Background: an optimization exercise with open tools, aiming at small area. Do not read the settings as production practice. Function not checked in this run: the RTL went through the layout flow alone. No activity file was given, so power comes from the tool's default toggle rates.

File: flow/run.sh
#!/bin/bash
# synth_recipe.tcl (not shown) runs the flow's synth.tcl, then flattens the netlist and writes it again
# the make line also repeats each setting of config.mk as NAME=value (left out here)
make -C /OpenROAD-flow-scripts/flow DESIGN_CONFIG=/design/flow/config.mk WORK_HOME=/design/flow/orfs CLKGATE_MAP_FILE= SYNTH_SCRIPT=/design/flow/synth_recipe.tcl finish
File: flow/config.mk
export PLATFORM = sky130hd
export DESIGN_NAME = system_top
export DESIGN_NICKNAME = system_top
export VERILOG_FILES = /design/flow/design.v
export SDC_FILE = /design/flow/constraint.sdc
export NUM_CORES = 4
export LEC_CHECK = 0
export CAP_MARGIN = 20
export CORE_MARGIN = 2
export CORE_UTILIZATION = 40
export PLACE_DENSITY = 0.6
export SLEW_MARGIN = 20
File: flow/constraint.sdc
create_clock -name core_clock -period 10.0 [get_ports {i_clk}]
set_input_delay 2.0000 -clock core_clock [delete_from_list [all_inputs] [get_ports {i_clk}]]
set_output_delay 2.0000 -clock core_clock [all_outputs]
set_load 0.01 [all_outputs]
File: flow/design.v
module system_top (
    input  wire       i_clk,
    input  wire       i_rst_n,
    input  wire       i_uart_rx,
    output wire [3:0] o_vga_r,
    output wire [3:0] o_vga_g,
    output wire [3:0] o_vga_b,
    output wire       o_vga_hsync,
    output wire       o_vga_vsync
);
    reg [6:0] r_ph;
    always @(posedge i_clk or negedge i_rst_n) begin
        if (!i_rst_n)
            r_ph <= 7'd0;
        else if (r_ph == 7'd107)
            r_ph <= 7'd0;
        else
            r_ph <= r_ph + 7'd1;
    end
    wire w_tick = (r_ph == 7'd0) || (r_ph == 7'd54);
    wire w_pix  = (r_ph[1:0] == 2'b00);
    localparam [7:0] U_IDLE = 8'd247;
    reg  [7:0] r_u;
    reg  [2:0] r_bc;      
    reg        r_t1;      
    reg  [2:0] r_k;       
    reg        r_play;    
    localparam [2:0] K_NONE = 3'd0, K_UP = 3'd1, K_DOWN = 3'd2,
                     K_LEFT = 3'd3, K_RIGHT = 3'd4, K_START = 3'd5;
    wire w_clkdrv = (r_u >= 8'd144) && (r_u <= 8'd163);
    wire w_fire   = (r_u == 8'd146);
    wire w_start  = w_fire && !r_play && (r_k == K_START);
    wire w_pre    = (r_u == 8'd147);
    wire w_win    = (r_u >= 8'd148) && (r_u <= 8'd163);
    wire w_samp   = w_tick && !r_u[7] && (r_u[3:0] == 4'd15);
    wire w_stop   = w_tick && (r_u == 8'd143) && i_uart_rx;
    always @(posedge i_clk or negedge i_rst_n) begin
        if (!i_rst_n)
            r_u <= 8'd163;
        else if (w_clkdrv) begin
            if (w_fire)
                r_u <= w_start ? 8'd147 : U_IDLE;
            else if (r_u == 8'd163)
                r_u <= U_IDLE;
            else
                r_u <= r_u + 8'd1;
        end else if (w_tick) begin
            if (r_u == U_IDLE) begin
                if (!i_uart_rx) r_u <= 8'd248;
            end else if (r_u == 8'd255)
                r_u <= i_uart_rx ? U_IDLE : 8'd0;
            else if (r_u == 8'd143)
                r_u <= (i_uart_rx && r_bc == 3'd7) ? 8'd144 : U_IDLE;
            else
                r_u <= r_u + 8'd1;
        end
    end
    always @(posedge i_clk or negedge i_rst_n) begin
        if (!i_rst_n)
            r_bc <= 3'd0;
        else if (w_stop)
            r_bc <= r_bc + 3'd1;
    end
    always @(posedge i_clk) begin
        if (w_stop && r_bc == 3'd0)
            r_t1 <= (r_k != K_NONE);
    end
    wire [2:0] w_bit = r_u[6:4];
    always @(posedge i_clk) begin
        if (w_samp) begin
            if (r_bc == 3'd0) begin
                if (w_bit == 3'd0)
                    r_k <= i_uart_rx ? 3'd1 : 3'd0;
                else if (i_uart_rx)
                    r_k <= K_NONE;
            end else if (r_bc == 3'd1) begin
                case (w_bit)
                    3'd0: r_k <= !r_t1 ? K_NONE : (i_uart_rx ? K_LEFT : K_DOWN);
                    3'd1: begin
                        if (!i_uart_rx) begin
                            if (r_k == K_DOWN) r_k <= K_RIGHT;
                            else if (r_k == K_LEFT) r_k <= K_UP;
                        end
                    end
                    3'd2: begin
                        if (r_k == K_RIGHT) begin
                            if (!i_uart_rx) r_k <= K_NONE;
                        end else if (i_uart_rx)
                            r_k <= K_NONE;
                    end
                    3'd3: begin
                        if (i_uart_rx)
                            r_k <= (r_k == K_UP) ? K_START : K_NONE;
                    end
                    default: begin
                        if (i_uart_rx) r_k <= K_NONE;
                    end
                endcase
            end
        end
    end
    always @(posedge i_clk or negedge i_rst_n) begin
        if (!i_rst_n)
            r_play <= 1'b0;
        else if (w_start)
            r_play <= 1'b1;
    end
    reg [6:0] r_a;
    reg [5:0] r_j;
    always @(posedge i_clk or negedge i_rst_n) begin
        if (!i_rst_n) begin
            r_a <= 7'd36;
            r_j <= 6'd56;
        end else if (w_pre) begin
            r_a <= 7'd36;
            r_j <= 6'd56;
        end else if (w_fire && r_play) begin
            case (r_k)
                K_UP:    if (r_j != 6'd0)  r_j <= r_j - 6'd1;
                K_DOWN:  if (r_j < 6'd54)  r_j <= r_j + 6'd1;
                K_LEFT:  if (r_a > 7'd1)   r_a <= r_a - 7'd1;
                K_RIGHT: if (r_a < 7'd72)  r_a <= r_a + 7'd1;
                default: ;
            endcase
        end
    end
    reg [3:0] r_lx;
    always @(posedge i_clk or negedge i_rst_n) begin
        if (!i_rst_n)
            r_lx <= 4'h1;
        else
            r_lx <= {r_lx[2:0], r_lx[3] ^ r_lx[2]};
    end
    function [9:0] f_fy;
        input [3:0] k;
        case (k)
            4'd1:  f_fy = 10'd28;
            4'd2:  f_fy = 10'd84;
            4'd3:  f_fy = 10'd392;
            4'd4:  f_fy = 10'd196;
            4'd5:  f_fy = 10'd308;
            4'd6:  f_fy = 10'd364;
            4'd7:  f_fy = 10'd336;
            4'd8:  f_fy = 10'd224;
            4'd9:  f_fy = 10'd420;
            4'd10: f_fy = 10'd140;
            4'd11: f_fy = 10'd168;
            4'd12: f_fy = 10'd112;
            4'd13: f_fy = 10'd280;
            4'd14: f_fy = 10'd56;
            4'd15: f_fy = 10'd252;
            default: f_fy = 10'd0;
        endcase
    endfunction
    reg  [3:0] r_k_food;
    wire [9:0] w_fx = r_k_food * 10'd38;
    wire [9:0] w_fy = f_fy(r_k_food);
    wire [9:0] w_sx = {r_a, 3'b000};
    wire [9:0] w_sy = {1'b0, r_j, 3'b010};
    wire w_ate = (w_sx < w_fx + 10'd16) && (w_sx + 10'd64 > w_fx) &&
                 (w_sy < w_fy + 10'd16) && (w_sy + 10'd48 > w_fy);
    always @(posedge i_clk) begin
        if (w_win || w_ate)
            r_k_food <= r_lx;
    end
    reg [9:0] r_h, r_v;
    always @(posedge i_clk or negedge i_rst_n) begin
        if (!i_rst_n) begin
            r_h <= 10'd799;
            r_v <= 10'd524;
        end else if (w_pix) begin
            if (r_h == 10'd799) begin
                r_h <= 10'd0;
                r_v <= (r_v == 10'd524) ? 10'd0 : r_v + 10'd1;
            end else
                r_h <= r_h + 10'd1;
        end
    end
    assign o_vga_hsync = !((r_h >= 10'd656) && (r_h < 10'd752));
    assign o_vga_vsync = !((r_v >= 10'd490) && (r_v < 10'd492));
    wire w_in_snake = (r_h[9:3] >= r_a) && (r_h[9:3] < r_a + 7'd8) &&
                      (r_v >= w_sy) && (r_v < w_sy + 10'd48) && (r_v < 10'd480);
    wire w_in_food  = !w_win &&
                      (r_h >= w_fx) && (r_h < w_fx + 10'd16) &&
                      (r_v >= w_fy) && (r_v < w_fy + 10'd16);
    reg r_g;
    always @(posedge i_clk or negedge i_rst_n) begin
        if (!i_rst_n)
            r_g <= 1'b0;
        else
            r_g <= w_in_snake || w_in_food;
    end
    assign o_vga_r = 4'h0;
    assign o_vga_g = {4{r_g}};
    assign o_vga_b = 4'h0;
endmodule
==> run summary <==
-- stage by stage --
step	std cells	setup slack, ns	utilization, %	power (mW)	instance area [sq um]
2_1_floorplan	755	5.26	-	1.09	6720
6_report	975	4.56	43.9	1.61	7220
3_3_place_gp	959	4.84	42.0	1.23	6920
5_1_grt	975	4.10	43.9	1.76	7220
4_1_cts	975	4.51	43.9	1.61	7220
3_5_place_dp	959	4.53	42.0	1.27	6920
-- cells in the mapped netlist (all sizes together), types with 3 or more instances --
cell    instances  area, sq um
a211oi          7         57.6
a21boi          6         45.0
a21o           10         75.1
a21oi          38          194
a31oi           5         31.3
a32oi           3         26.3
a41oi           3         26.3
and3           12         75.1
buf            15          120
clkbuf         12         45.0
dfrtp          37          926
dfstp          20          526
dfxtp           7          140
edfxtp          8          240
ha            121         1510
inv            72          270
mux2            3         33.8
mux2i          14          144
nand2          40          150
nand2b         14         87.6
nand3          25          125
nand4          15          100
nor2           50          188
nor2b          12         75.1
nor3           17         85.1
nor3b           7         52.6
nor4            6         52.6
o211ai          8         60.1
o21a           14          105
o21ai          42          210
o21bai          3         22.5
o221ai          3         32.5
o311ai          3         26.3
o31ai           5         37.5
or3             7         43.8
xnor2          37          332
xor2           10         87.6
-- path summary, 6_finish.rpt --
path	start	endpoint	slack (ns)	cells after the start
worst max-delay path	r_k_food[2]	w_fy[2]	4.56	22
worst min-delay path	r_lx[1]	r_lx[2]	0.41	0
worst max register to register	r_k_food[2]	w_fy[2]	4.56	22
worst min register to register	r_lx[1]	r_lx[2]	0.41	0
max in group asynchronous	i_rst_n	r_ph[1]	7.69	2
min in group asynchronous	i_rst_n	r_u[3]	1.82	2
-- sequential cells by signal (all words and copies together), names as in the netlist, 3 cells and up --
| register | count |
|---|---|
| r_h | 10 |
| r_v | 10 |
| r_u | 8 |
| r_a | 7 |
| r_ph | 7 |
| w_fy | 7 |
| r_j | 6 |
| r_k_food | 4 |
| r_lx | 4 |
| r_bc | 3 |
| r_k | 3 |
-- metal layers --
metal	up-vias	wire length [microns]	global-route usage [%]
met4	0	235	6.15
met5	-	0	0
met1	2496	7260	23.6
met3	20	533	3.20
met2	74	7060	29.4
li1	2669	-	-
-- placed cells by master, fill, tap and decap left out, types with 3 or more instances in the layout --
cell,synthesis,routed
nor3b_1,7,7
a21o_1,10,10
a21boi_0,6,6
o31ai_1,5,5
nor4_1,5,5
or3_1,7,7
a31oi_1,5,5
conb_1,1,8
dfxtp_1,7,7
o311ai_0,3,3
xor2_1,10,10
o211ai_1,8,8
edfxtp_1,8,8
xnor2_1,36,36
o21a_1,14,14
and3_1,12,12
a211oi_1,6,6
dfrtp_1,37,37
buf_4,13,3
nand4_1,14,14
nor2b_1,12,12
mux2i_1,13,13
dfstp_2,20,20
a21oi_1,37,37
nand3_1,25,25
clkbuf_16,0,9
nor3_1,17,17
o21bai_1,3,3
ha_1,121,121
o21ai_0,42,42
nand2b_1,14,14
a41oi_1,3,3
inv_1,71,71
nor2_1,50,50
a32oi_1,3,3
mux2_2,3,3
nand2_1,40,40
clkdlybuf4s50_1,0,7
-- final cells by class --
class / count / area [sq um] / share of cell area, %
sequential: 72 / 1830 / 25.4
timing repair buffer: 11 / 97.6 / 1.35
inverter: 72 / 270 / 3.74
tap: 220 / 275 / 3.81
clock buffer: 11 / 243 / 3.36
clock inverter: 5 / 56.3 / 0.780
multi-input combinational: 584 / 4450 / 61.6
-- power groups by stage --
stage | clock [mW] | combinational [mW] | sequential (mW)
6_report | 0.334 | 0.840 | 0.433
5_1_grt | 0.354 | 0.968 | 0.442
4_1_cts | 0.342 | 0.841 | 0.432
3_5_place_dp | 0 | 0.835 | 0.436
3_3_place_gp | 0 | 0.794 | 0.435
2_1_floorplan | 0 | 0.699 | 0.392
-- logic make-up (layout without fill, tap and decap cells) --
kind of cell,count (synthesis),in the layout,synth area share (%)
muxes,17,17,2.66
xor gates and xnor gates,47,47,6.27
buffers and inverters,99,99,6.51
adders and majority gates,123,123,23.1
AOI/OAI and AO/OA,171,171,16.9
other,1,8,0.0561
and+or+nand+nor,218,218,17.2
DFF,72,72,27.4
==> out/results.ini <==
[clocking]
cts_buffers=9
clock_sinks=72
clkTransAtPathRegs_ns=0.05
clockRootBuffer=clkbuf_16
clk-insertion-delay-late_ns=0.35
htreeDepth=3
hold_buffers=0
clock_path_buffers=2
cts_tree=built
cts_setup_buffers=0
ctsResizeCount=0

[routing]
first_pass_iters=4
wl_per_cell_microns=15.5
route.detailed.drc=0
wl_microns=15100
vias_per_cell=5.39
vias=5259
final_antenna_net_count=0
drt_iter0_drc=182

[logic_synthesis]
ys_async_sr_fraction_pct=79.2
synth_ff_type=dfrtp_1
netlist_area_sq_um=6690
synthCells=748
ys_seq_elements=72
synth-seq-area-share_pct=27.4
synth_warnings=1
synth_edf_count=8
avgSynthCellArea_sq_um=8.94
yosysUniqueCellTypes=73

[die]
rows=47
initial_core_util_pct=40.6
die_w_microns=133
die_h_microns=133
ios=17
dieArea_sq_um=17800
fp.coreArea_sq_um=16500

[hold_path]
worstHoldPathType=flip-flop to flip-flop

[timing]
hold_slack_ns=0.406
relSlewSlack_pct=34.3
finClkSkew_ns=0.00817
worst_pin_slew_ns=0.958
tns_ns=0
period_needed_ns=5.44
clock.fmax_mhz=184
period_share_pct=54.4
grt_setup_unrepaired=no
hold_viol=0
final-setup-viol-count=0
slew_violations=0

[worst_setup_path]
cp_slowest_cell=or4b_4
critPathTopFamily=simple AND/OR/NAND/NOR gates
cp-end-kind=flip-flop
critPathLaunchType=flip-flop
cp_data_arrival_time_ns=5.63
crit_type=flip-flop to flip-flop
cpMostUsedCell=ha_1
crit_buf_inv=2
critPathMaxFanout=6
worstPathRequired_ns=10.19
critPathMaxStageDelay_ns=0.50
cp_cell_sequence=inv_1 -> ha_1 -> ha_1 -> or2_2 -> ha_1 -> a21oi_1 -> a21oi_1 -> nor2_1 -> nand3_1 -> xnor2_1 -> ha_1 -> a21oi_1 -> and3_1 -> o21ai_0 -> or4b_4 -> nand4_2 -> a21oi_2 -> mux2i_1 -> inv_1 -> ha_1 -> mux2i_1 -> mux2i_1

[global_route]
grt_pass1_wl_microns=25900
grt_pass1_vias=5349
grt.total_usage_pct=17.8
antenna_found_initial=0
grt_max_degree=58
grt_overflow_total=0

[power_and_ir_drop]
p_int_mw=0.913
power.switching_mw=0.695
clkPwrFrac_pct=20.8
peakVddDrop_v=0.0000879
swShare_pct=43.2
p_seq_share_pct=26.9
pwr_density_cell_nw_per_um2=223
comb_power_share_pct=52.2
power_leakage_nw=3.32

[job]
cap_viol_max_count=0

[cells_and_area]
fin_nets=875
fill_cells=1640
layout-area-overhead-vs-synth_pct=7.97
drive_gt1_share_pct=7.15
num_antenna_cells=0

[placement]
place_congestion=0.850
place.port_buffers=8
hpwl_microns=11400

[outcome]
outcome=no timing/DRC/antenna violations

## port drivers added, routing unchanged
The results above use ideal ports. As a check the final layout listed here was re-extracted and re-timed, cells and wires unchanged. Step 1 sets driving cells, clkbuf_16 on the clock port and buf_2 on the other inputs (assumed; they add their load-dependent delay and slew). Step 2 also shifts input and output timing later by t, the mid clock arrival at the registers, as if the neighbouring blocks saw the same clock. a / b / c = ideal / step 1 / step 2; a / b = the first two.
t, ns: 0.388
setup slack, ns: 4.561 / 4.561 / 4.561
worst setup path after step 2: register to register
worst register clock-pin slew, ns: 0.06 / 0.06
After both steps this run still meets setup and hold. The setup slack of this run moves by 0.000 ns with the drivers and by 0.000 ns with both steps.
